Context: an optimization exercise on an open-source flow, tuned for small area and a short achievable clock period. The choices shown serve that exercise and are no tape-out recipe.
Only the layout flow was run in this run; the RTL was not checked for function there.

===== flow/flow/run.sh =====
#!/bin/bash
# Own layout flow: the standard ORFS flow (standard.sh), with the input and
# output port buffers made of plain buf_2 cells (the default picks a delay cell).
set -euo pipefail
export BUFFER_PORTS_ARGS="-buffer_cell sky130_fd_sc_hd__buf_2"
export PRE_FLOORPLAN_TCL="$PWD/flow/pre_floorplan.tcl"
bash standard.sh > standard.log 2>&1

===== flow/flow/pre_floorplan.tcl =====
# Synthesis (abc) maps each Booth selector to an a22oi_2; the _1 cell is the
# same function in less area and easily drives the single gate it feeds.
set swaps {sky130_fd_sc_hd__a22oi_2 sky130_fd_sc_hd__a22oi_1}
set n 0
foreach inst [[ord::get_db_block] getInsts] {
  set m [[$inst getMaster] getName]
  if { [dict exists $swaps $m] } {
    replace_cell [get_cells [$inst getName]] [dict get $swaps $m]
    incr n
  }
}
puts "pre_floorplan: resized $n cells"

===== flow/config.mk =====
export PLATFORM = sky130hd
export DESIGN_NAME = vedicmult_16bit
export DESIGN_NICKNAME = vedicmult_16bit
export VERILOG_FILES = /design/flow/design.v
export SDC_FILE = /design/flow/constraint.sdc
export NUM_CORES = 4
export LEC_CHECK = 0
export CAP_MARGIN = 20
export CORE_MARGIN = 2
export CORE_UTILIZATION = 40
export CTS_BUF_LIST = sky130_fd_sc_hd__clkbuf_2 sky130_fd_sc_hd__clkbuf_4
export SLEW_MARGIN = 20
export SYNTH_HIERARCHICAL = 1
export SYNTH_MINIMUM_KEEP_SIZE = 0

===== flow/constraint.sdc =====
create_clock -name core_clock -period 17.0 [get_ports {clk}]
set_input_delay 3.4000 -clock core_clock [delete_from_list [all_inputs] [get_ports {clk}]]
set_output_delay 3.4000 -clock core_clock [all_outputs]
set_load 0.01 [all_outputs]

===== flow/design.v =====
module vedicmult_16bit(input [15:0] a, b,
input clk, reset,
output reg [31:0] out);
wire one1;
wire two2;
wire neg3;
wire bp4;
wire bp5;
wire bp6;
wire bp7;
wire bp8;
wire bp9;
wire bp10;
wire bp11;
wire bp12;
wire bp13;
wire bp14;
wire bp15;
wire bp16;
wire bp17;
wire bp18;
wire bp19;
wire bp20;
wire pp21;
wire pp22;
wire pp23;
wire pp24;
wire one25;
wire two26;
wire neg27;
wire bp28;
wire bp29;
wire bp30;
wire bp31;
wire bp32;
wire bp33;
wire bp34;
wire bp35;
wire bp36;
wire bp37;
wire bp38;
wire bp39;
wire bp40;
wire bp41;
wire bp42;
wire bp43;
wire bp44;
wire pp45;
wire pp46;
wire one47;
wire two48;
wire neg49;
wire bp50;
wire bp51;
wire bp52;
wire bp53;
wire bp54;
wire bp55;
wire bp56;
wire bp57;
wire bp58;
wire bp59;
wire bp60;
wire bp61;
wire bp62;
wire bp63;
wire bp64;
wire bp65;
wire bp66;
wire pp67;
wire pp68;
wire one69;
wire two70;
wire neg71;
wire bp72;
wire bp73;
wire bp74;
wire bp75;
wire bp76;
wire bp77;
wire bp78;
wire bp79;
wire bp80;
wire bp81;
wire bp82;
wire bp83;
wire bp84;
wire bp85;
wire bp86;
wire bp87;
wire bp88;
wire pp89;
wire pp90;
wire one91;
wire two92;
wire neg93;
wire bp94;
wire bp95;
wire bp96;
wire bp97;
wire bp98;
wire bp99;
wire bp100;
wire bp101;
wire bp102;
wire bp103;
wire bp104;
wire bp105;
wire bp106;
wire bp107;
wire bp108;
wire bp109;
wire bp110;
wire pp111;
wire pp112;
wire one113;
wire two114;
wire neg115;
wire bp116;
wire bp117;
wire bp118;
wire bp119;
wire bp120;
wire bp121;
wire bp122;
wire bp123;
wire bp124;
wire bp125;
wire bp126;
wire bp127;
wire bp128;
wire bp129;
wire bp130;
wire bp131;
wire bp132;
wire pp133;
wire pp134;
wire one135;
wire two136;
wire neg137;
wire bp138;
wire bp139;
wire bp140;
wire bp141;
wire bp142;
wire bp143;
wire bp144;
wire bp145;
wire bp146;
wire bp147;
wire bp148;
wire bp149;
wire bp150;
wire bp151;
wire bp152;
wire bp153;
wire bp154;
wire pp155;
wire pp156;
wire one157;
wire two158;
wire neg159;
wire bp160;
wire bp161;
wire bp162;
wire bp163;
wire bp164;
wire bp165;
wire bp166;
wire bp167;
wire bp168;
wire bp169;
wire bp170;
wire bp171;
wire bp172;
wire bp173;
wire bp174;
wire bp175;
wire bp176;
wire pp177;
wire pp178;
wire pp179;
wire pp180;
wire pp181;
wire pp182;
wire pp183;
wire pp184;
wire pp185;
wire pp186;
wire pp187;
wire pp188;
wire pp189;
wire pp190;
wire pp191;
wire pp192;
wire pp193;
wire pp194;
wire pp195;
wire pp196;
wire pp197;
wire pp198;
wire pp199;
wire pp200;
wire pp201;
wire pp202;
wire pp203;
wire pp204;
wire pp205;
wire pp206;
wire s207;
wire c208;
wire s209;
wire c210;
wire s211;
wire c212;
wire s213;
wire c214;
wire s215;
wire c216;
wire s217;
wire c218;
wire s219;
wire c220;
wire s221;
wire c222;
wire s223;
wire c224;
wire s225;
wire c226;
wire s227;
wire c228;
wire s229;
wire c230;
wire s231;
wire c232;
wire s233;
wire c234;
wire s235;
wire c236;
wire s237;
wire c238;
wire s239;
wire c240;
wire s241;
wire c242;
wire s243;
wire c244;
wire s245;
wire c246;
wire s247;
wire c248;
wire s249;
wire c250;
wire s251;
wire c252;
wire s253;
wire c254;
wire s255;
wire c256;
wire s257;
wire c258;
wire s259;
wire c260;
wire s261;
wire c262;
wire s263;
wire c264;
wire s265;
wire c266;
wire s267;
wire c268;
wire s269;
wire c270;
wire s271;
wire c272;
wire s273;
wire c274;
wire s275;
wire c276;
wire s277;
wire c278;
wire s279;
wire c280;
wire s281;
wire c282;
wire s283;
wire c284;
wire s285;
wire c286;
wire s287;
wire c288;
wire s289;
wire c290;
wire s291;
wire c292;
wire s293;
wire c294;
wire s295;
wire c296;
wire s297;
wire c298;
wire s299;
wire c300;
wire s301;
wire c302;
wire s303;
wire c304;
wire s305;
wire c306;
wire s307;
wire c308;
wire s309;
wire c310;
wire s311;
wire c312;
wire s313;
wire c314;
wire s315;
wire c316;
wire s317;
wire c318;
wire s319;
wire c320;
wire s321;
wire c322;
wire s323;
wire c324;
wire s325;
wire c326;
wire s327;
wire c328;
wire s329;
wire c330;
wire s331;
wire c332;
wire s333;
wire c334;
wire s335;
wire c336;
wire s337;
wire c338;
wire s339;
wire c340;
wire s341;
wire c342;
wire s343;
wire c344;
wire s345;
wire c346;
wire s347;
wire c348;
wire s349;
wire c350;
wire s351;
wire c352;
wire s353;
wire c354;
wire s355;
wire c356;
wire s357;
wire c358;
wire s359;
wire c360;
wire s361;
wire c362;
wire s363;
wire c364;
wire s365;
wire c366;
wire s367;
wire c368;
wire s369;
wire c370;
wire s371;
wire c372;
wire s373;
wire c374;
wire s375;
wire c376;
wire s377;
wire c378;
wire s379;
wire c380;
wire s381;
wire c382;
wire s383;
wire c384;
wire s385;
wire c386;
wire s387;
wire c388;
wire s389;
wire c390;
wire s391;
wire c392;
wire s393;
wire c394;
wire s395;
wire c396;
wire s397;
wire c398;
wire s399;
wire c400;
wire s401;
wire c402;
wire s403;
wire c404;
wire s405;
wire c406;
wire s407;
wire c408;
wire s409;
wire c410;
wire s411;
wire c412;
wire s413;
wire c414;
wire s415;
wire c416;
wire s417;
wire c418;
wire s419;
wire c420;
wire s421;
wire c422;
wire s423;
wire c424;
wire s425;
wire c426;
wire s427;
wire c428;
wire s429;
wire c430;
wire s431;
wire c432;
wire s433;
wire c434;
wire s435;
wire c436;
wire s437;
wire c438;
wire s439;
wire c440;
wire s441;
wire c442;
wire s443;
wire c444;
wire s445;
wire c446;
wire s447;
wire c448;
wire s449;
wire c450;
wire s451;
wire c452;
wire s453;
wire c454;
wire s455;
wire c456;
wire s457;
wire c458;
wire s459;
wire c460;
wire s461;
wire c462;
wire s463;
wire c464;
wire s465;
wire c466;
wire s467;
wire c468;
wire s469;
wire c470;
wire s471;
wire c472;
wire s473;
wire c474;
wire s475;
wire c476;
wire ci477;
wire p478;
wire g479;
wire p480;
wire p481;
wire g482;
wire p483;
wire p484;
wire g485;
wire p486;
wire p487;
wire g488;
wire p489;
wire g490;
wire p491;
wire g492;
wire p493;
wire g494;
wire p495;
wire g496;
wire p497;
wire g498;
wire p499;
wire g500;
wire p501;
wire g502;
wire p503;
wire g504;
wire p505;
wire g506;
wire p507;
wire g508;
wire p509;
wire g510;
wire p511;
wire g512;
wire p513;
wire g514;
wire p515;
wire g516;
wire p517;
wire g518;
wire p519;
wire g520;
wire g521;
wire p522;
wire g523;
wire p524;
wire g525;
wire p526;
wire g527;
wire p528;
wire g529;
wire p530;
wire g531;
wire p532;
wire g533;
wire p534;
wire g535;
wire p536;
wire g537;
wire p538;
wire g539;
wire p540;
wire g541;
wire p542;
wire g543;
wire p544;
wire g545;
wire p546;
wire g547;
wire p548;
wire g549;
wire p550;
wire g551;
wire p552;
wire g553;
wire p554;
wire g555;
wire p556;
wire g557;
wire p558;
wire g559;
wire p560;
wire g561;
wire p562;
wire g563;
wire p564;
wire g565;
wire p566;
wire g567;
wire p568;
wire g569;
wire p570;
wire g571;
wire p572;
wire g573;
wire p574;
wire g575;
wire p576;
wire g577;
wire p578;
wire g579;
wire p580;
wire g581;
wire p582;
wire g583;
wire p584;
wire g585;
wire p586;
wire g587;
wire p588;
wire g589;
wire p590;
wire g591;
wire p592;
wire g593;
wire p594;
wire g595;
wire p596;
wire g597;
wire p598;
wire g599;
wire p600;
wire g601;
wire p602;
wire g603;
wire p604;
wire g605;
wire p606;
wire g607;
wire p608;
wire g609;
wire p610;
wire g611;
wire p612;
wire g613;
wire p614;
wire g615;
wire p616;
wire o617;
wire o618;
wire o619;
wire o620;
wire o621;
wire o622;
wire o623;
wire o624;
wire o625;
wire o626;
wire o627;
wire o628;
wire o629;
wire o630;
wire o631;
wire o632;
wire o633;
wire o634;
wire o635;
wire o636;
wire o637;
wire o638;
wire o639;
assign one1 = b[0] ^ 1'b0;
assign two2 = (b[1] & ~b[0] & ~1'b0) | (~b[1] & b[0] & 1'b0);
assign neg3 = b[1];
BSELN1 u_bp4 (.s(one1), .neg(neg3), .x(a[0]), .o(bp4));
BSELN u_bp5 (.one(one1), .two(two2), .neg(neg3), .x(a[1]), .y(a[0]), .o(bp5));
BSELN u_bp6 (.one(one1), .two(two2), .neg(neg3), .x(a[2]), .y(a[1]), .o(bp6));
BSELN u_bp7 (.one(one1), .two(two2), .neg(neg3), .x(a[3]), .y(a[2]), .o(bp7));
BSELN u_bp8 (.one(one1), .two(two2), .neg(neg3), .x(a[4]), .y(a[3]), .o(bp8));
BSELN u_bp9 (.one(one1), .two(two2), .neg(neg3), .x(a[5]), .y(a[4]), .o(bp9));
BSELN u_bp10 (.one(one1), .two(two2), .neg(neg3), .x(a[6]), .y(a[5]), .o(bp10));
BSELN u_bp11 (.one(one1), .two(two2), .neg(neg3), .x(a[7]), .y(a[6]), .o(bp11));
BSELN u_bp12 (.one(one1), .two(two2), .neg(neg3), .x(a[8]), .y(a[7]), .o(bp12));
BSELN u_bp13 (.one(one1), .two(two2), .neg(neg3), .x(a[9]), .y(a[8]), .o(bp13));
BSELN u_bp14 (.one(one1), .two(two2), .neg(neg3), .x(a[10]), .y(a[9]), .o(bp14));
BSELN u_bp15 (.one(one1), .two(two2), .neg(neg3), .x(a[11]), .y(a[10]), .o(bp15));
BSELN u_bp16 (.one(one1), .two(two2), .neg(neg3), .x(a[12]), .y(a[11]), .o(bp16));
BSELN u_bp17 (.one(one1), .two(two2), .neg(neg3), .x(a[13]), .y(a[12]), .o(bp17));
BSELN u_bp18 (.one(one1), .two(two2), .neg(neg3), .x(a[14]), .y(a[13]), .o(bp18));
BSELN u_bp19 (.one(one1), .two(two2), .neg(neg3), .x(a[15]), .y(a[14]), .o(bp19));
BSELN1 u_bp20 (.s(two2), .neg(neg3), .x(a[15]), .o(bp20));
assign pp21 = ~(neg3);
assign pp22 = ~(neg3);
assign pp23 = ~(neg3);
assign pp24 = ~(~neg3);
assign one25 = b[2] ^ b[1];
assign two26 = (b[3] & ~b[2] & ~b[1]) | (~b[3] & b[2] & b[1]);
assign neg27 = b[3];
BSELN1 u_bp28 (.s(one25), .neg(neg27), .x(a[0]), .o(bp28));
BSELN u_bp29 (.one(one25), .two(two26), .neg(neg27), .x(a[1]), .y(a[0]), .o(bp29));
BSELN u_bp30 (.one(one25), .two(two26), .neg(neg27), .x(a[2]), .y(a[1]), .o(bp30));
BSELN u_bp31 (.one(one25), .two(two26), .neg(neg27), .x(a[3]), .y(a[2]), .o(bp31));
BSELN u_bp32 (.one(one25), .two(two26), .neg(neg27), .x(a[4]), .y(a[3]), .o(bp32));
BSELN u_bp33 (.one(one25), .two(two26), .neg(neg27), .x(a[5]), .y(a[4]), .o(bp33));
BSELN u_bp34 (.one(one25), .two(two26), .neg(neg27), .x(a[6]), .y(a[5]), .o(bp34));
BSELN u_bp35 (.one(one25), .two(two26), .neg(neg27), .x(a[7]), .y(a[6]), .o(bp35));
BSELN u_bp36 (.one(one25), .two(two26), .neg(neg27), .x(a[8]), .y(a[7]), .o(bp36));
BSELN u_bp37 (.one(one25), .two(two26), .neg(neg27), .x(a[9]), .y(a[8]), .o(bp37));
BSELN u_bp38 (.one(one25), .two(two26), .neg(neg27), .x(a[10]), .y(a[9]), .o(bp38));
BSELN u_bp39 (.one(one25), .two(two26), .neg(neg27), .x(a[11]), .y(a[10]), .o(bp39));
BSELN u_bp40 (.one(one25), .two(two26), .neg(neg27), .x(a[12]), .y(a[11]), .o(bp40));
BSELN u_bp41 (.one(one25), .two(two26), .neg(neg27), .x(a[13]), .y(a[12]), .o(bp41));
BSELN u_bp42 (.one(one25), .two(two26), .neg(neg27), .x(a[14]), .y(a[13]), .o(bp42));
BSELN u_bp43 (.one(one25), .two(two26), .neg(neg27), .x(a[15]), .y(a[14]), .o(bp43));
BSELN1 u_bp44 (.s(two26), .neg(neg27), .x(a[15]), .o(bp44));
assign pp45 = ~(neg27);
assign pp46 = ~(~neg27);
assign one47 = b[4] ^ b[3];
assign two48 = (b[5] & ~b[4] & ~b[3]) | (~b[5] & b[4] & b[3]);
assign neg49 = b[5];
BSELN1 u_bp50 (.s(one47), .neg(neg49), .x(a[0]), .o(bp50));
BSELN u_bp51 (.one(one47), .two(two48), .neg(neg49), .x(a[1]), .y(a[0]), .o(bp51));
BSELN u_bp52 (.one(one47), .two(two48), .neg(neg49), .x(a[2]), .y(a[1]), .o(bp52));
BSELN u_bp53 (.one(one47), .two(two48), .neg(neg49), .x(a[3]), .y(a[2]), .o(bp53));
BSELN u_bp54 (.one(one47), .two(two48), .neg(neg49), .x(a[4]), .y(a[3]), .o(bp54));
BSELN u_bp55 (.one(one47), .two(two48), .neg(neg49), .x(a[5]), .y(a[4]), .o(bp55));
BSELN u_bp56 (.one(one47), .two(two48), .neg(neg49), .x(a[6]), .y(a[5]), .o(bp56));
BSELN u_bp57 (.one(one47), .two(two48), .neg(neg49), .x(a[7]), .y(a[6]), .o(bp57));
BSELN u_bp58 (.one(one47), .two(two48), .neg(neg49), .x(a[8]), .y(a[7]), .o(bp58));
BSELN u_bp59 (.one(one47), .two(two48), .neg(neg49), .x(a[9]), .y(a[8]), .o(bp59));
BSELN u_bp60 (.one(one47), .two(two48), .neg(neg49), .x(a[10]), .y(a[9]), .o(bp60));
BSELN u_bp61 (.one(one47), .two(two48), .neg(neg49), .x(a[11]), .y(a[10]), .o(bp61));
BSELN u_bp62 (.one(one47), .two(two48), .neg(neg49), .x(a[12]), .y(a[11]), .o(bp62));
BSELN u_bp63 (.one(one47), .two(two48), .neg(neg49), .x(a[13]), .y(a[12]), .o(bp63));
BSELN u_bp64 (.one(one47), .two(two48), .neg(neg49), .x(a[14]), .y(a[13]), .o(bp64));
BSELN u_bp65 (.one(one47), .two(two48), .neg(neg49), .x(a[15]), .y(a[14]), .o(bp65));
BSELN1 u_bp66 (.s(two48), .neg(neg49), .x(a[15]), .o(bp66));
assign pp67 = ~(neg49);
assign pp68 = ~(~neg49);
assign one69 = b[6] ^ b[5];
assign two70 = (b[7] & ~b[6] & ~b[5]) | (~b[7] & b[6] & b[5]);
assign neg71 = b[7];
BSELN1 u_bp72 (.s(one69), .neg(neg71), .x(a[0]), .o(bp72));
BSELN u_bp73 (.one(one69), .two(two70), .neg(neg71), .x(a[1]), .y(a[0]), .o(bp73));
BSELN u_bp74 (.one(one69), .two(two70), .neg(neg71), .x(a[2]), .y(a[1]), .o(bp74));
BSELN u_bp75 (.one(one69), .two(two70), .neg(neg71), .x(a[3]), .y(a[2]), .o(bp75));
BSELN u_bp76 (.one(one69), .two(two70), .neg(neg71), .x(a[4]), .y(a[3]), .o(bp76));
BSELN u_bp77 (.one(one69), .two(two70), .neg(neg71), .x(a[5]), .y(a[4]), .o(bp77));
BSELN u_bp78 (.one(one69), .two(two70), .neg(neg71), .x(a[6]), .y(a[5]), .o(bp78));
BSELN u_bp79 (.one(one69), .two(two70), .neg(neg71), .x(a[7]), .y(a[6]), .o(bp79));
BSELN u_bp80 (.one(one69), .two(two70), .neg(neg71), .x(a[8]), .y(a[7]), .o(bp80));
BSELN u_bp81 (.one(one69), .two(two70), .neg(neg71), .x(a[9]), .y(a[8]), .o(bp81));
BSELN u_bp82 (.one(one69), .two(two70), .neg(neg71), .x(a[10]), .y(a[9]), .o(bp82));
BSELN u_bp83 (.one(one69), .two(two70), .neg(neg71), .x(a[11]), .y(a[10]), .o(bp83));
BSELN u_bp84 (.one(one69), .two(two70), .neg(neg71), .x(a[12]), .y(a[11]), .o(bp84));
BSELN u_bp85 (.one(one69), .two(two70), .neg(neg71), .x(a[13]), .y(a[12]), .o(bp85));
BSELN u_bp86 (.one(one69), .two(two70), .neg(neg71), .x(a[14]), .y(a[13]), .o(bp86));
BSELN u_bp87 (.one(one69), .two(two70), .neg(neg71), .x(a[15]), .y(a[14]), .o(bp87));
BSELN1 u_bp88 (.s(two70), .neg(neg71), .x(a[15]), .o(bp88));
assign pp89 = ~(neg71);
assign pp90 = ~(~neg71);
assign one91 = b[8] ^ b[7];
assign two92 = (b[9] & ~b[8] & ~b[7]) | (~b[9] & b[8] & b[7]);
assign neg93 = b[9];
BSELN1 u_bp94 (.s(one91), .neg(neg93), .x(a[0]), .o(bp94));
BSELN u_bp95 (.one(one91), .two(two92), .neg(neg93), .x(a[1]), .y(a[0]), .o(bp95));
BSELN u_bp96 (.one(one91), .two(two92), .neg(neg93), .x(a[2]), .y(a[1]), .o(bp96));
BSELN u_bp97 (.one(one91), .two(two92), .neg(neg93), .x(a[3]), .y(a[2]), .o(bp97));
BSELN u_bp98 (.one(one91), .two(two92), .neg(neg93), .x(a[4]), .y(a[3]), .o(bp98));
BSELN u_bp99 (.one(one91), .two(two92), .neg(neg93), .x(a[5]), .y(a[4]), .o(bp99));
BSELN u_bp100 (.one(one91), .two(two92), .neg(neg93), .x(a[6]), .y(a[5]), .o(bp100));
BSELN u_bp101 (.one(one91), .two(two92), .neg(neg93), .x(a[7]), .y(a[6]), .o(bp101));
BSELN u_bp102 (.one(one91), .two(two92), .neg(neg93), .x(a[8]), .y(a[7]), .o(bp102));
BSELN u_bp103 (.one(one91), .two(two92), .neg(neg93), .x(a[9]), .y(a[8]), .o(bp103));
BSELN u_bp104 (.one(one91), .two(two92), .neg(neg93), .x(a[10]), .y(a[9]), .o(bp104));
BSELN u_bp105 (.one(one91), .two(two92), .neg(neg93), .x(a[11]), .y(a[10]), .o(bp105));
BSELN u_bp106 (.one(one91), .two(two92), .neg(neg93), .x(a[12]), .y(a[11]), .o(bp106));
BSELN u_bp107 (.one(one91), .two(two92), .neg(neg93), .x(a[13]), .y(a[12]), .o(bp107));
BSELN u_bp108 (.one(one91), .two(two92), .neg(neg93), .x(a[14]), .y(a[13]), .o(bp108));
BSELN u_bp109 (.one(one91), .two(two92), .neg(neg93), .x(a[15]), .y(a[14]), .o(bp109));
BSELN1 u_bp110 (.s(two92), .neg(neg93), .x(a[15]), .o(bp110));
assign pp111 = ~(neg93);
assign pp112 = ~(~neg93);
assign one113 = b[10] ^ b[9];
assign two114 = (b[11] & ~b[10] & ~b[9]) | (~b[11] & b[10] & b[9]);
assign neg115 = b[11];
BSELN1 u_bp116 (.s(one113), .neg(neg115), .x(a[0]), .o(bp116));
BSELN u_bp117 (.one(one113), .two(two114), .neg(neg115), .x(a[1]), .y(a[0]), .o(bp117));
BSELN u_bp118 (.one(one113), .two(two114), .neg(neg115), .x(a[2]), .y(a[1]), .o(bp118));
BSELN u_bp119 (.one(one113), .two(two114), .neg(neg115), .x(a[3]), .y(a[2]), .o(bp119));
BSELN u_bp120 (.one(one113), .two(two114), .neg(neg115), .x(a[4]), .y(a[3]), .o(bp120));
BSELN u_bp121 (.one(one113), .two(two114), .neg(neg115), .x(a[5]), .y(a[4]), .o(bp121));
BSELN u_bp122 (.one(one113), .two(two114), .neg(neg115), .x(a[6]), .y(a[5]), .o(bp122));
BSELN u_bp123 (.one(one113), .two(two114), .neg(neg115), .x(a[7]), .y(a[6]), .o(bp123));
BSELN u_bp124 (.one(one113), .two(two114), .neg(neg115), .x(a[8]), .y(a[7]), .o(bp124));
BSELN u_bp125 (.one(one113), .two(two114), .neg(neg115), .x(a[9]), .y(a[8]), .o(bp125));
BSELN u_bp126 (.one(one113), .two(two114), .neg(neg115), .x(a[10]), .y(a[9]), .o(bp126));
BSELN u_bp127 (.one(one113), .two(two114), .neg(neg115), .x(a[11]), .y(a[10]), .o(bp127));
BSELN u_bp128 (.one(one113), .two(two114), .neg(neg115), .x(a[12]), .y(a[11]), .o(bp128));
BSELN u_bp129 (.one(one113), .two(two114), .neg(neg115), .x(a[13]), .y(a[12]), .o(bp129));
BSELN u_bp130 (.one(one113), .two(two114), .neg(neg115), .x(a[14]), .y(a[13]), .o(bp130));
BSELN u_bp131 (.one(one113), .two(two114), .neg(neg115), .x(a[15]), .y(a[14]), .o(bp131));
BSELN1 u_bp132 (.s(two114), .neg(neg115), .x(a[15]), .o(bp132));
assign pp133 = ~(neg115);
assign pp134 = ~(~neg115);
assign one135 = b[12] ^ b[11];
assign two136 = (b[13] & ~b[12] & ~b[11]) | (~b[13] & b[12] & b[11]);
assign neg137 = b[13];
BSELN1 u_bp138 (.s(one135), .neg(neg137), .x(a[0]), .o(bp138));
BSELN u_bp139 (.one(one135), .two(two136), .neg(neg137), .x(a[1]), .y(a[0]), .o(bp139));
BSELN u_bp140 (.one(one135), .two(two136), .neg(neg137), .x(a[2]), .y(a[1]), .o(bp140));
BSELN u_bp141 (.one(one135), .two(two136), .neg(neg137), .x(a[3]), .y(a[2]), .o(bp141));
BSELN u_bp142 (.one(one135), .two(two136), .neg(neg137), .x(a[4]), .y(a[3]), .o(bp142));
BSELN u_bp143 (.one(one135), .two(two136), .neg(neg137), .x(a[5]), .y(a[4]), .o(bp143));
BSELN u_bp144 (.one(one135), .two(two136), .neg(neg137), .x(a[6]), .y(a[5]), .o(bp144));
BSELN u_bp145 (.one(one135), .two(two136), .neg(neg137), .x(a[7]), .y(a[6]), .o(bp145));
BSELN u_bp146 (.one(one135), .two(two136), .neg(neg137), .x(a[8]), .y(a[7]), .o(bp146));
BSELN u_bp147 (.one(one135), .two(two136), .neg(neg137), .x(a[9]), .y(a[8]), .o(bp147));
BSELN u_bp148 (.one(one135), .two(two136), .neg(neg137), .x(a[10]), .y(a[9]), .o(bp148));
BSELN u_bp149 (.one(one135), .two(two136), .neg(neg137), .x(a[11]), .y(a[10]), .o(bp149));
BSELN u_bp150 (.one(one135), .two(two136), .neg(neg137), .x(a[12]), .y(a[11]), .o(bp150));
BSELN u_bp151 (.one(one135), .two(two136), .neg(neg137), .x(a[13]), .y(a[12]), .o(bp151));
BSELN u_bp152 (.one(one135), .two(two136), .neg(neg137), .x(a[14]), .y(a[13]), .o(bp152));
BSELN u_bp153 (.one(one135), .two(two136), .neg(neg137), .x(a[15]), .y(a[14]), .o(bp153));
BSELN1 u_bp154 (.s(two136), .neg(neg137), .x(a[15]), .o(bp154));
assign pp155 = ~(neg137);
assign pp156 = ~(~neg137);
assign one157 = b[14] ^ b[13];
assign two158 = (b[15] & ~b[14] & ~b[13]) | (~b[15] & b[14] & b[13]);
assign neg159 = b[15];
BSELN1 u_bp160 (.s(one157), .neg(neg159), .x(a[0]), .o(bp160));
BSELN u_bp161 (.one(one157), .two(two158), .neg(neg159), .x(a[1]), .y(a[0]), .o(bp161));
BSELN u_bp162 (.one(one157), .two(two158), .neg(neg159), .x(a[2]), .y(a[1]), .o(bp162));
BSELN u_bp163 (.one(one157), .two(two158), .neg(neg159), .x(a[3]), .y(a[2]), .o(bp163));
BSELN u_bp164 (.one(one157), .two(two158), .neg(neg159), .x(a[4]), .y(a[3]), .o(bp164));
BSELN u_bp165 (.one(one157), .two(two158), .neg(neg159), .x(a[5]), .y(a[4]), .o(bp165));
BSELN u_bp166 (.one(one157), .two(two158), .neg(neg159), .x(a[6]), .y(a[5]), .o(bp166));
BSELN u_bp167 (.one(one157), .two(two158), .neg(neg159), .x(a[7]), .y(a[6]), .o(bp167));
BSELN u_bp168 (.one(one157), .two(two158), .neg(neg159), .x(a[8]), .y(a[7]), .o(bp168));
BSELN u_bp169 (.one(one157), .two(two158), .neg(neg159), .x(a[9]), .y(a[8]), .o(bp169));
BSELN u_bp170 (.one(one157), .two(two158), .neg(neg159), .x(a[10]), .y(a[9]), .o(bp170));
BSELN u_bp171 (.one(one157), .two(two158), .neg(neg159), .x(a[11]), .y(a[10]), .o(bp171));
BSELN u_bp172 (.one(one157), .two(two158), .neg(neg159), .x(a[12]), .y(a[11]), .o(bp172));
BSELN u_bp173 (.one(one157), .two(two158), .neg(neg159), .x(a[13]), .y(a[12]), .o(bp173));
BSELN u_bp174 (.one(one157), .two(two158), .neg(neg159), .x(a[14]), .y(a[13]), .o(bp174));
BSELN u_bp175 (.one(one157), .two(two158), .neg(neg159), .x(a[15]), .y(a[14]), .o(bp175));
BSELN1 u_bp176 (.s(two158), .neg(neg159), .x(a[15]), .o(bp176));
assign pp177 = ~(neg159);
assign pp178 = ~(~neg159);
assign pp179 = ~(a[0] & b[15]);
assign pp180 = ~(a[1] & b[15]);
assign pp181 = ~(a[2] & b[15]);
assign pp182 = ~(a[3] & b[15]);
assign pp183 = ~(a[4] & b[15]);
assign pp184 = ~(a[5] & b[15]);
assign pp185 = ~(a[6] & b[15]);
assign pp186 = ~(a[7] & b[15]);
assign pp187 = ~(a[8] & b[15]);
assign pp188 = ~(a[9] & b[15]);
assign pp189 = ~(a[10] & b[15]);
assign pp190 = ~(a[11] & b[15]);
assign pp191 = ~(a[12] & b[15]);
assign pp192 = ~(a[13] & b[15]);
assign pp193 = ~(a[14] & b[15]);
assign pp194 = ~(a[15] & b[15]);
assign pp195 = ~(~(a[4] & b[15]));
assign pp196 = ~(a[4] & b[15]);
assign pp197 = ~(~(a[6] & b[15]));
assign pp198 = ~(a[6] & b[15]);
assign pp199 = ~(~(a[8] & b[15]));
assign pp200 = ~(a[8] & b[15]);
assign pp201 = ~(~(a[10] & b[15]));
assign pp202 = ~(a[10] & b[15]);
assign pp203 = ~(~(a[12] & b[15]));
assign pp204 = ~(a[12] & b[15]);
assign pp205 = ~(~(a[14] & b[15]));
assign pp206 = ~(a[14] & b[15]);
FA u_s207 (.x(pp45), .y(bp6), .z(bp28), .s(s207), .c(c208));
FA u_s209 (.x(bp7), .y(bp29), .z(c208), .s(s209), .c(c210));
FA u_s211 (.x(pp67), .y(bp8), .z(bp30), .s(s211), .c(c212));
FA u_s213 (.x(bp50), .y(s211), .z(c210), .s(s213), .c(c214));
FA u_s215 (.x(bp9), .y(bp31), .z(bp51), .s(s215), .c(c216));
FA u_s217 (.x(c212), .y(s215), .z(c214), .s(s217), .c(c218));
FA u_s219 (.x(pp89), .y(bp10), .z(bp32), .s(s219), .c(c220));
FA u_s221 (.x(bp52), .y(bp72), .z(c216), .s(s221), .c(c222));
FA u_s223 (.x(s219), .y(s221), .z(c218), .s(s223), .c(c224));
FA u_s225 (.x(bp11), .y(bp33), .z(bp53), .s(s225), .c(c226));
FA u_s227 (.x(bp73), .y(c220), .z(s225), .s(s227), .c(c228));
XN2 u_s229 (.x(c222), .y(s227), .o(s229));
OR2 u_c230 (.x(c222), .y(s227), .o(c230));
FA u_s231 (.x(pp111), .y(bp12), .z(bp34), .s(s231), .c(c232));
FA u_s233 (.x(bp54), .y(bp74), .z(bp94), .s(s233), .c(c234));
FA u_s235 (.x(c226), .y(s231), .z(s233), .s(s235), .c(c236));
FA u_s237 (.x(c228), .y(s235), .z(c230), .s(s237), .c(c238));
FA u_s239 (.x(bp13), .y(bp35), .z(bp55), .s(s239), .c(c240));
FA u_s241 (.x(bp75), .y(bp95), .z(c232), .s(s241), .c(c242));
FA u_s243 (.x(c234), .y(s239), .z(s241), .s(s243), .c(c244));
FA u_s245 (.x(c236), .y(s243), .z(c238), .s(s245), .c(c246));
FA u_s247 (.x(pp133), .y(bp14), .z(bp36), .s(s247), .c(c248));
FA u_s249 (.x(bp56), .y(bp76), .z(bp96), .s(s249), .c(c250));
FA u_s251 (.x(bp116), .y(c240), .z(s247), .s(s251), .c(c252));
FA u_s253 (.x(s249), .y(c242), .z(s251), .s(s253), .c(c254));
XN2 u_s255 (.x(c244), .y(s253), .o(s255));
OR2 u_c256 (.x(c244), .y(s253), .o(c256));
FA u_s257 (.x(bp15), .y(bp37), .z(bp57), .s(s257), .c(c258));
FA u_s259 (.x(bp77), .y(bp97), .z(bp117), .s(s259), .c(c260));
FA u_s261 (.x(c248), .y(c250), .z(s257), .s(s261), .c(c262));
FA u_s263 (.x(s259), .y(c252), .z(s261), .s(s263), .c(c264));
FA u_s265 (.x(c254), .y(s263), .z(c256), .s(s265), .c(c266));
FA u_s267 (.x(pp155), .y(bp16), .z(bp38), .s(s267), .c(c268));
FA u_s269 (.x(bp58), .y(bp78), .z(bp98), .s(s269), .c(c270));
FA u_s271 (.x(bp118), .y(bp138), .z(c258), .s(s271), .c(c272));
FA u_s273 (.x(c260), .y(s267), .z(s269), .s(s273), .c(c274));
FA u_s275 (.x(c262), .y(s271), .z(s273), .s(s275), .c(c276));
XN2 u_s277 (.x(c264), .y(s275), .o(s277));
OR2 u_c278 (.x(c264), .y(s275), .o(c278));
FA u_s279 (.x(bp17), .y(bp39), .z(bp59), .s(s279), .c(c280));
FA u_s281 (.x(bp79), .y(bp99), .z(bp119), .s(s281), .c(c282));
FA u_s283 (.x(bp139), .y(c268), .z(c270), .s(s283), .c(c284));
FA u_s285 (.x(s279), .y(s281), .z(c272), .s(s285), .c(c286));
FA u_s287 (.x(c274), .y(s283), .z(s285), .s(s287), .c(c288));
FA u_s289 (.x(c276), .y(c278), .z(s287), .s(s289), .c(c290));
FA u_s291 (.x(pp177), .y(bp18), .z(bp40), .s(s291), .c(c292));
FA u_s293 (.x(bp60), .y(bp80), .z(bp100), .s(s293), .c(c294));
FA u_s295 (.x(bp120), .y(bp140), .z(bp160), .s(s295), .c(c296));
FA u_s297 (.x(c280), .y(c282), .z(s291), .s(s297), .c(c298));
FA u_s299 (.x(s293), .y(s295), .z(c284), .s(s299), .c(c300));
FA u_s301 (.x(s297), .y(c286), .z(s299), .s(s301), .c(c302));
XN2 u_s303 (.x(c288), .y(s301), .o(s303));
OR2 u_c304 (.x(c288), .y(s301), .o(c304));
FA u_s305 (.x(bp19), .y(bp41), .z(bp61), .s(s305), .c(c306));
FA u_s307 (.x(bp81), .y(bp101), .z(bp121), .s(s307), .c(c308));
FA u_s309 (.x(bp141), .y(bp161), .z(c292), .s(s309), .c(c310));
FA u_s311 (.x(c294), .y(c296), .z(s305), .s(s311), .c(c312));
FA u_s313 (.x(s307), .y(c298), .z(s309), .s(s313), .c(c314));
FA u_s315 (.x(s311), .y(c300), .z(s313), .s(s315), .c(c316));
FA u_s317 (.x(c302), .y(s315), .z(c304), .s(s317), .c(c318));
FA u_s319 (.x(pp179), .y(bp20), .z(bp42), .s(s319), .c(c320));
FA u_s321 (.x(bp62), .y(bp82), .z(bp102), .s(s321), .c(c322));
FA u_s323 (.x(bp122), .y(bp142), .z(bp162), .s(s323), .c(c324));
FA u_s325 (.x(c306), .y(c308), .z(s319), .s(s325), .c(c326));
FA u_s327 (.x(s321), .y(s323), .z(c310), .s(s327), .c(c328));
FA u_s329 (.x(c312), .y(s325), .z(s327), .s(s329), .c(c330));
FA u_s331 (.x(c314), .y(s329), .z(c316), .s(s331), .c(c332));
FA u_s333 (.x(pp22), .y(pp180), .z(bp43), .s(s333), .c(c334));
FA u_s335 (.x(bp63), .y(bp83), .z(bp103), .s(s335), .c(c336));
FA u_s337 (.x(bp123), .y(bp143), .z(bp163), .s(s337), .c(c338));
FA u_s339 (.x(c320), .y(c322), .z(c324), .s(s339), .c(c340));
FA u_s341 (.x(s333), .y(s335), .z(s337), .s(s341), .c(c342));
FA u_s343 (.x(c326), .y(s339), .z(s341), .s(s343), .c(c344));
FA u_s345 (.x(c328), .y(s343), .z(c330), .s(s345), .c(c346));
FA u_s347 (.x(pp23), .y(pp181), .z(bp44), .s(s347), .c(c348));
FA u_s349 (.x(bp64), .y(bp84), .z(bp104), .s(s349), .c(c350));
FA u_s351 (.x(bp124), .y(bp144), .z(bp164), .s(s351), .c(c352));
FA u_s353 (.x(c334), .y(c336), .z(c338), .s(s353), .c(c354));
FA u_s355 (.x(s347), .y(s349), .z(s351), .s(s355), .c(c356));
FA u_s357 (.x(c340), .y(c342), .z(s353), .s(s357), .c(c358));
FA u_s359 (.x(s355), .y(c344), .z(s357), .s(s359), .c(c360));
FA u_s361 (.x(pp24), .y(pp46), .z(pp182), .s(s361), .c(c362));
FA u_s363 (.x(bp65), .y(bp85), .z(bp105), .s(s363), .c(c364));
FA u_s365 (.x(bp125), .y(bp145), .z(bp165), .s(s365), .c(c366));
FA u_s367 (.x(s361), .y(c348), .z(c350), .s(s367), .c(c368));
FA u_s369 (.x(c352), .y(s363), .z(s365), .s(s369), .c(c370));
FA u_s371 (.x(c354), .y(s367), .z(c356), .s(s371), .c(c372));
FA u_s373 (.x(s369), .y(c358), .z(s371), .s(s373), .c(c374));
FA u_s375 (.x(pp195), .y(bp66), .z(bp86), .s(s375), .c(c376));
FA u_s377 (.x(bp106), .y(bp126), .z(bp146), .s(s377), .c(c378));
FA u_s379 (.x(bp166), .y(c362), .z(c364), .s(s379), .c(c380));
FA u_s381 (.x(c366), .y(s375), .z(s377), .s(s381), .c(c382));
FA u_s383 (.x(c368), .y(s379), .z(c370), .s(s383), .c(c384));
FA u_s385 (.x(s381), .y(c372), .z(s383), .s(s385), .c(c386));
FA u_s387 (.x(pp68), .y(pp184), .z(pp196), .s(s387), .c(c388));
FA u_s389 (.x(bp87), .y(bp107), .z(bp127), .s(s389), .c(c390));
FA u_s391 (.x(bp147), .y(bp167), .z(s387), .s(s391), .c(c392));
FA u_s393 (.x(c376), .y(c378), .z(s389), .s(s393), .c(c394));
FA u_s395 (.x(s391), .y(c380), .z(c382), .s(s395), .c(c396));
FA u_s397 (.x(s393), .y(c384), .z(s395), .s(s397), .c(c398));
FA u_s399 (.x(pp197), .y(bp88), .z(bp108), .s(s399), .c(c400));
FA u_s401 (.x(bp128), .y(bp148), .z(bp168), .s(s401), .c(c402));
FA u_s403 (.x(c388), .y(c390), .z(s399), .s(s403), .c(c404));
FA u_s405 (.x(s401), .y(c392), .z(c394), .s(s405), .c(c406));
FA u_s407 (.x(s403), .y(c396), .z(s405), .s(s407), .c(c408));
FA u_s409 (.x(pp90), .y(pp186), .z(pp198), .s(s409), .c(c410));
FA u_s411 (.x(bp109), .y(bp129), .z(bp149), .s(s411), .c(c412));
FA u_s413 (.x(bp169), .y(s409), .z(c400), .s(s413), .c(c414));
FA u_s415 (.x(c402), .y(s411), .z(c404), .s(s415), .c(c416));
FA u_s417 (.x(s413), .y(c406), .z(s415), .s(s417), .c(c418));
FA u_s419 (.x(pp199), .y(bp110), .z(bp130), .s(s419), .c(c420));
FA u_s421 (.x(bp150), .y(bp170), .z(c410), .s(s421), .c(c422));
FA u_s423 (.x(c412), .y(s419), .z(s421), .s(s423), .c(c424));
FA u_s425 (.x(c414), .y(s423), .z(c416), .s(s425), .c(c426));
FA u_s427 (.x(pp112), .y(pp188), .z(pp200), .s(s427), .c(c428));
FA u_s429 (.x(bp131), .y(bp151), .z(bp171), .s(s429), .c(c430));
FA u_s431 (.x(s427), .y(c420), .z(s429), .s(s431), .c(c432));
FA u_s433 (.x(c422), .y(s431), .z(c424), .s(s433), .c(c434));
FA u_s435 (.x(pp201), .y(bp132), .z(bp152), .s(s435), .c(c436));
FA u_s437 (.x(bp172), .y(c428), .z(c430), .s(s437), .c(c438));
FA u_s439 (.x(s435), .y(c432), .z(s437), .s(s439), .c(c440));
FA u_s441 (.x(pp134), .y(pp190), .z(pp202), .s(s441), .c(c442));
FA u_s443 (.x(bp153), .y(bp173), .z(s441), .s(s443), .c(c444));
FA u_s445 (.x(c436), .y(s443), .z(c438), .s(s445), .c(c446));
FA u_s447 (.x(pp203), .y(bp154), .z(bp174), .s(s447), .c(c448));
FA u_s449 (.x(c442), .y(s447), .z(c444), .s(s449), .c(c450));
FA u_s451 (.x(pp156), .y(pp192), .z(pp204), .s(s451), .c(c452));
FA u_s453 (.x(bp175), .y(s451), .z(c448), .s(s453), .c(c454));
FA u_s455 (.x(pp205), .y(bp176), .z(c452), .s(s455), .c(c456));
FA u_s457 (.x(pp178), .y(pp194), .z(pp206), .s(s457), .c(c458));
XN2 u_s459 (.x(bp4), .y(pp21), .o(s459));
OR2 u_c460 (.x(bp4), .y(pp21), .o(c460));
XN2 u_s461 (.x(bp5), .y(c460), .o(s461));
OR2 u_c462 (.x(bp5), .y(c460), .o(c462));
XN2 u_s463 (.x(s207), .y(c462), .o(s463));
OR2 u_c464 (.x(s207), .y(c462), .o(c464));
XN2 u_s465 (.x(s209), .y(c464), .o(s465));
OR2 u_c466 (.x(s209), .y(c464), .o(c466));
XN2 u_s467 (.x(s213), .y(c466), .o(s467));
OR2 u_c468 (.x(s213), .y(c466), .o(c468));
XN2 u_s469 (.x(s217), .y(c468), .o(s469));
OR2 u_c470 (.x(s217), .y(c468), .o(c470));
XN2 u_s471 (.x(s223), .y(c470), .o(s471));
OR2 u_c472 (.x(s223), .y(c470), .o(c472));
FA u_s473 (.x(c224), .y(s229), .z(c472), .s(s473), .c(c474));
XN2 u_s475 (.x(s237), .y(c474), .o(s475));
OR2 u_c476 (.x(s237), .y(c474), .o(c476));
assign ci477 = ~c476;
assign p478 = ~s245;
NR2 u_g479 (.x(c246), .y(s255), .o(g479));
X2 u_p480 (.x(c246), .y(s255), .o(p480));
assign p481 = ~s265;
NR2 u_g482 (.x(c266), .y(s277), .o(g482));
X2 u_p483 (.x(c266), .y(s277), .o(p483));
assign p484 = ~s289;
NR2 u_g485 (.x(c290), .y(s303), .o(g485));
X2 u_p486 (.x(c290), .y(s303), .o(p486));
assign p487 = ~s317;
NR2 u_g488 (.x(c318), .y(s331), .o(g488));
X2 u_p489 (.x(c318), .y(s331), .o(p489));
NR2 u_g490 (.x(c332), .y(s345), .o(g490));
X2 u_p491 (.x(c332), .y(s345), .o(p491));
NR2 u_g492 (.x(c346), .y(s359), .o(g492));
X2 u_p493 (.x(c346), .y(s359), .o(p493));
NR2 u_g494 (.x(c360), .y(s373), .o(g494));
X2 u_p495 (.x(c360), .y(s373), .o(p495));
NR2 u_g496 (.x(c374), .y(s385), .o(g496));
X2 u_p497 (.x(c374), .y(s385), .o(p497));
NR2 u_g498 (.x(c386), .y(s397), .o(g498));
X2 u_p499 (.x(c386), .y(s397), .o(p499));
NR2 u_g500 (.x(c398), .y(s407), .o(g500));
X2 u_p501 (.x(c398), .y(s407), .o(p501));
NR2 u_g502 (.x(c408), .y(s417), .o(g502));
X2 u_p503 (.x(c408), .y(s417), .o(p503));
NR2 u_g504 (.x(c418), .y(s425), .o(g504));
X2 u_p505 (.x(c418), .y(s425), .o(p505));
NR2 u_g506 (.x(c426), .y(s433), .o(g506));
X2 u_p507 (.x(c426), .y(s433), .o(p507));
NR2 u_g508 (.x(c434), .y(s439), .o(g508));
X2 u_p509 (.x(c434), .y(s439), .o(p509));
NR2 u_g510 (.x(c440), .y(s445), .o(g510));
X2 u_p511 (.x(c440), .y(s445), .o(p511));
NR2 u_g512 (.x(c446), .y(s449), .o(g512));
X2 u_p513 (.x(c446), .y(s449), .o(p513));
NR2 u_g514 (.x(c450), .y(s453), .o(g514));
X2 u_p515 (.x(c450), .y(s453), .o(p515));
NR2 u_g516 (.x(c454), .y(s455), .o(g516));
X2 u_p517 (.x(c454), .y(s455), .o(p517));
NR2 u_g518 (.x(c456), .y(s457), .o(g518));
X2 u_p519 (.x(c456), .y(s457), .o(p519));
assign g520 = 1'b0 | (p478 & ci477);
assign g521 = g479 | (p480 & g520);
assign p522 = p480 & p478;
assign g523 = g482 | (p483 & 1'b0);
assign p524 = p483 & p481;
assign g525 = g485 | (p486 & 1'b0);
assign p526 = p486 & p484;
assign g527 = g488 | (p489 & 1'b0);
assign p528 = p489 & p487;
assign g529 = g492 | (p493 & g490);
assign p530 = p493 & p491;
assign g531 = g496 | (p497 & g494);
assign p532 = p497 & p495;
assign g533 = g500 | (p501 & g498);
assign p534 = p501 & p499;
assign g535 = g504 | (p505 & g502);
assign p536 = p505 & p503;
assign g537 = g508 | (p509 & g506);
assign p538 = p509 & p507;
assign g539 = g512 | (p513 & g510);
assign p540 = p513 & p511;
assign g541 = g516 | (p517 & g514);
assign p542 = p517 & p515;
assign g543 = 1'b0 | (p481 & g521);
assign p544 = p481 & p522;
assign g545 = g523 | (p524 & g521);
assign p546 = p524 & p522;
assign g547 = 1'b0 | (p487 & g525);
assign p548 = p487 & p526;
assign g549 = g527 | (p528 & g525);
assign p550 = p528 & p526;
assign g551 = g494 | (p495 & g529);
assign p552 = p495 & p530;
assign g553 = g531 | (p532 & g529);
assign p554 = p532 & p530;
assign g555 = g502 | (p503 & g533);
assign p556 = p503 & p534;
assign g557 = g535 | (p536 & g533);
assign p558 = p536 & p534;
assign g559 = g510 | (p511 & g537);
assign p560 = p511 & p538;
assign g561 = g539 | (p540 & g537);
assign p562 = p540 & p538;
assign g563 = g518 | (p519 & g541);
assign p564 = p519 & p542;
assign g565 = 1'b0 | (p484 & g545);
assign p566 = p484 & p546;
assign g567 = g525 | (p526 & g545);
assign p568 = p526 & p546;
assign g569 = g547 | (p548 & g545);
assign p570 = p548 & p546;
assign g571 = g549 | (p550 & g545);
assign p572 = p550 & p546;
assign g573 = g498 | (p499 & g553);
assign p574 = p499 & p554;
assign g575 = g533 | (p534 & g553);
assign p576 = p534 & p554;
assign g577 = g555 | (p556 & g553);
assign p578 = p556 & p554;
assign g579 = g557 | (p558 & g553);
assign p580 = p558 & p554;
assign g581 = g514 | (p515 & g561);
assign p582 = p515 & p562;
assign g583 = g541 | (p542 & g561);
assign p584 = p542 & p562;
assign g585 = g563 | (p564 & g561);
assign p586 = p564 & p562;
assign g587 = g490 | (p491 & g571);
assign p588 = p491 & p572;
assign g589 = g529 | (p530 & g571);
assign p590 = p530 & p572;
assign g591 = g551 | (p552 & g571);
assign p592 = p552 & p572;
assign g593 = g553 | (p554 & g571);
assign p594 = p554 & p572;
assign g595 = g573 | (p574 & g571);
assign p596 = p574 & p572;
assign g597 = g575 | (p576 & g571);
assign p598 = p576 & p572;
assign g599 = g577 | (p578 & g571);
assign p600 = p578 & p572;
assign g601 = g579 | (p580 & g571);
assign p602 = p580 & p572;
assign g603 = g506 | (p507 & g601);
assign p604 = p507 & p602;
assign g605 = g537 | (p538 & g601);
assign p606 = p538 & p602;
assign g607 = g559 | (p560 & g601);
assign p608 = p560 & p602;
assign g609 = g561 | (p562 & g601);
assign p610 = p562 & p602;
assign g611 = g581 | (p582 & g601);
assign p612 = p582 & p602;
assign g613 = g583 | (p584 & g601);
assign p614 = p584 & p602;
assign g615 = g585 | (p586 & g601);
assign p616 = p586 & p602;
assign o617 = p478 ^ ci477;
assign o618 = p480 ^ g520;
assign o619 = p481 ^ g521;
assign o620 = p483 ^ g543;
assign o621 = p484 ^ g545;
assign o622 = p486 ^ g565;
assign o623 = p487 ^ g567;
assign o624 = p489 ^ g569;
assign o625 = p491 ^ g571;
assign o626 = p493 ^ g587;
assign o627 = p495 ^ g589;
assign o628 = p497 ^ g591;
assign o629 = p499 ^ g593;
assign o630 = p501 ^ g595;
assign o631 = p503 ^ g597;
assign o632 = p505 ^ g599;
assign o633 = p507 ^ g601;
assign o634 = p509 ^ g603;
assign o635 = p511 ^ g605;
assign o636 = p513 ^ g607;
assign o637 = p515 ^ g609;
assign o638 = p517 ^ g611;
assign o639 = p519 ^ g613;
wire [31:0] prod = {o639, o638, o637, o636, o635, o634, o633, o632, o631, o630, o629, o628, o627, o626, o625, o624, o623, o622, o621, o620, o619, o618, o617, ~s475, ~s473, ~s471, ~s469, ~s467, ~s465, ~s463, ~s461, ~s459};
always @(posedge clk) begin
  if (reset) out <= prod;
  else out <= 32'd0;
end
endmodule
module FA(input x, y, z, output s, c);
assign s = x ^ y ^ z;
assign c = (x & y) | (x & z) | (y & z);
endmodule
module XN2(input x, y, output o);
assign o = ~(x ^ y);
endmodule
module OR2(input x, y, output o);
assign o = x | y;
endmodule
module X2(input x, y, output o);
assign o = x ^ y;
endmodule
module NR2(input x, y, output o);
assign o = ~(x | y);
endmodule
module BSELN(input one, two, neg, x, y, output o);
assign o = ~(((one & x) | (two & y)) ^ neg);
endmodule
module BSELN1(input s, neg, x, output o);
assign o = ~((s & x) ^ neg);
endmodule

===== flow/standard.sh =====
#!/bin/bash
# synth_recipe.tcl (not shown) runs the flow's synth.tcl, then flattens the netlist and writes it again
# the make line also repeats each setting of config.mk as NAME=value (left out here)
make -C /OpenROAD-flow-scripts/flow DESIGN_CONFIG=/design/flow/config.mk WORK_HOME=/design/flow/orfs CLKGATE_MAP_FILE= SYNTH_SCRIPT=/design/flow/synth_recipe.tcl "${@:-finish}"

==> run notes <==
## Floorplanning
* 66 — IO Pins
* 134.1 µm — Die Width
* 0.4083 — starting density of the core
* 134.1 µm — die span in y
* 47 — cell row count
* 0.01658 mm² — standard cell core area
* 0.01798 mm² — floorplan die area

## Worst setup path
* primary input to register — critical path class
* register — kind of end point of the critical path
* 22 — crit-path max FO
* 10370 ps — arrival time reported for the critical path endpoint
* 810 ps — delay of the slowest cell on the worst path
* buf_2, inv_1, nor2_1, a22oi_1, xor2_1, fa_1, fa_1, fa_1, fa_1, fa_1, or2_1, fa_1, or2_1, inv_1, ha_1, ha_1, or2_4, a311oi_4, nor4_1, o211ai_1, and3_1, o21a_1 — list of cells traversed by the critical path
* nor2_1 — cell with the largest stage delay on the worst path
* fa_1 — most numerous cell on the critical path
* 17240 ps — required arrival time at the worst endpoint
* primary input — sort of element at the start of the critical path

## Detailed routing
* 0 — remaining antenna violation count after routing
* 18700 µm — total wire length
* 5527 — overall via count from detail_route
* 427 — DRC marker count from the first detailed-route iteration
* 5 — first drt pass iteration count
* 5.663 — vias per inst
* 19.16 µm — Routed WL per cell
* 0 — Post-route DRC

## Synthesis
* 840 — Mapped Nets
* 677 — number of cells produced by synthesis
* 7 — count of synthesis-stage warnings from yosys

## Clocking
* clkbuf_4 — CTS Root Buffer Type
* 5 — CTS Buf Count
* 2 — clk buf depth
* 90 ps — clock slew seen by the registers of the worst setup and hold paths
* 2 — CTS H-tree depth
* 0 — hold-fix buffers at CTS
* yes — TritonCTS clock tree
* 0 — Resize count post-CTS
* 32 — sinks on the clock net
* 0 — setup repair bufs after CTS

## Cells and area
* xor2_1 — most common library cell in the layout ignoring fill and taps
* out — Largest Register
* 0.007511 mm² — design area
* 0.1205 — fraction of final layout cells with drive strength greater than 1
* 32 — flip-flop count of the largest register, all copies and words added
* 1625 — fill cell instance count of the final layout
* 917 — Nets
* 161 x xor2_1, 123 x fa_1, 120 x a22oi_1 — commonest cells after routing, fill and taps aside
* out x32 — largest registers

## Placed design
* 14000 µm — HPWL reported at the end of detailed placement
* 0.007445 mm² — cell area after placement
* 65 — IO buf count
* 0.8335 — GP Congestion

## STA
* false — RSZ-0062 raised after global routing
* 976.8 ps — Tightest Pin Transition
* 0 — # setup viols final
* 0.3464 — worst-case headroom to the max-slew limit
* 10120 ps — final critical path time including I/O delays and setup
* 0 — number of hold violations in the final report
* 0.5955 — portion of the clock cycle consumed by the worst path in the final layout
* 0.09878 GHz — maximum clock rate
* 0 — total count of max-transition violations in the final report
* 0 ps — total negative setup slack

## Run status
* no timing/DRC/antenna violations — result of the run

## Global routing
* 37 — pin count of the biggest net entering global routing
* 0.2114 — total track usage
* 5490 — via count of the first global-routing pass
* 30200 µm — wire length of the first global-routing pass
* 0 — Congestion Overflow GR
* 1 — number of antenna violations at the first check in global routing

## Flow run
* 0 — Maximum Capacitance Violations

## Worst hold path
* primary input to register — Hold/Removal Path Class

[per-stage QoR]
stage	hold slack, ps	setup slack (ps)	instances	util
2_1_floorplan	3547	7850	677	-
3_3_place_gp	3767	6808	967	0.4480
3_5_place_dp	3770	6535	967	0.4489
4_1_cts	3391	6895	975	0.4523
5_1_grt	3401	6415	976	0.4529
6_report	3409	6876	976	0.4529
[final cells by class]
cell class              count  area, µm²  share of cell area
multi-input cells         619       6053              0.8059
flip-flops and latches     32      640.6             0.08529
repair buffers             76      407.9             0.05431
well taps                 220      275.3             0.03665
inverters                  20      75.07            0.009995
clock buffers               7      52.55            0.006997
clock inverters             1      3.754           0.0004998
diodes                      1      2.502           0.0003332
[worst paths after layout]
| kind | start | end | cells past startpoint |
|---|---|---|---|
| worst min-delay path | reset | out[24] | 2 |
| worst max-delay path | b[1] | out[24] | 22 |
[critical path: cells and delay by family]
family	cells	cell delay (ps)
simple gates	6	2380
compound gates	4	660
fa+ha+maj	8	2930
xor+xnor	1	210
buf+inv	3	770
[layer usage]
metal	global-route usage	part of all wire
met5	0	0
met3	0.01927	0.066
met1	0.3098	0.46
met4	0.04386	0.0081
met2	0.3439	0.47

-- separate check: timing with driven ports --
No port has a modelled driver above. Below, the same layout with a new extraction and two added sets of constraints. Step 1: set_driving_cell puts a clkbuf_16 on clk and a buf_2 on each other input, an assumption about the parent block. Step 2 times the ports against the registers' clock, not the clock port: input delays grow and output delays shrink by t, the midpoint of the rising clock arrivals with the driver on. Three values: ideal ports, drivers, drivers and shift; two values: the first two.
t, ns: 0.360
setup WS [ns]: 6.876 / 6.875 / 6.515
hold slack, ns: 3.409 / 3.403 / 3.763
worst setup path after step 2: input to register
cell pins on the clock port's net: 1
After both steps this run still meets setup and hold. The setup slack of this run moves by -0.001 ns with the drivers and by -0.361 ns with both steps.
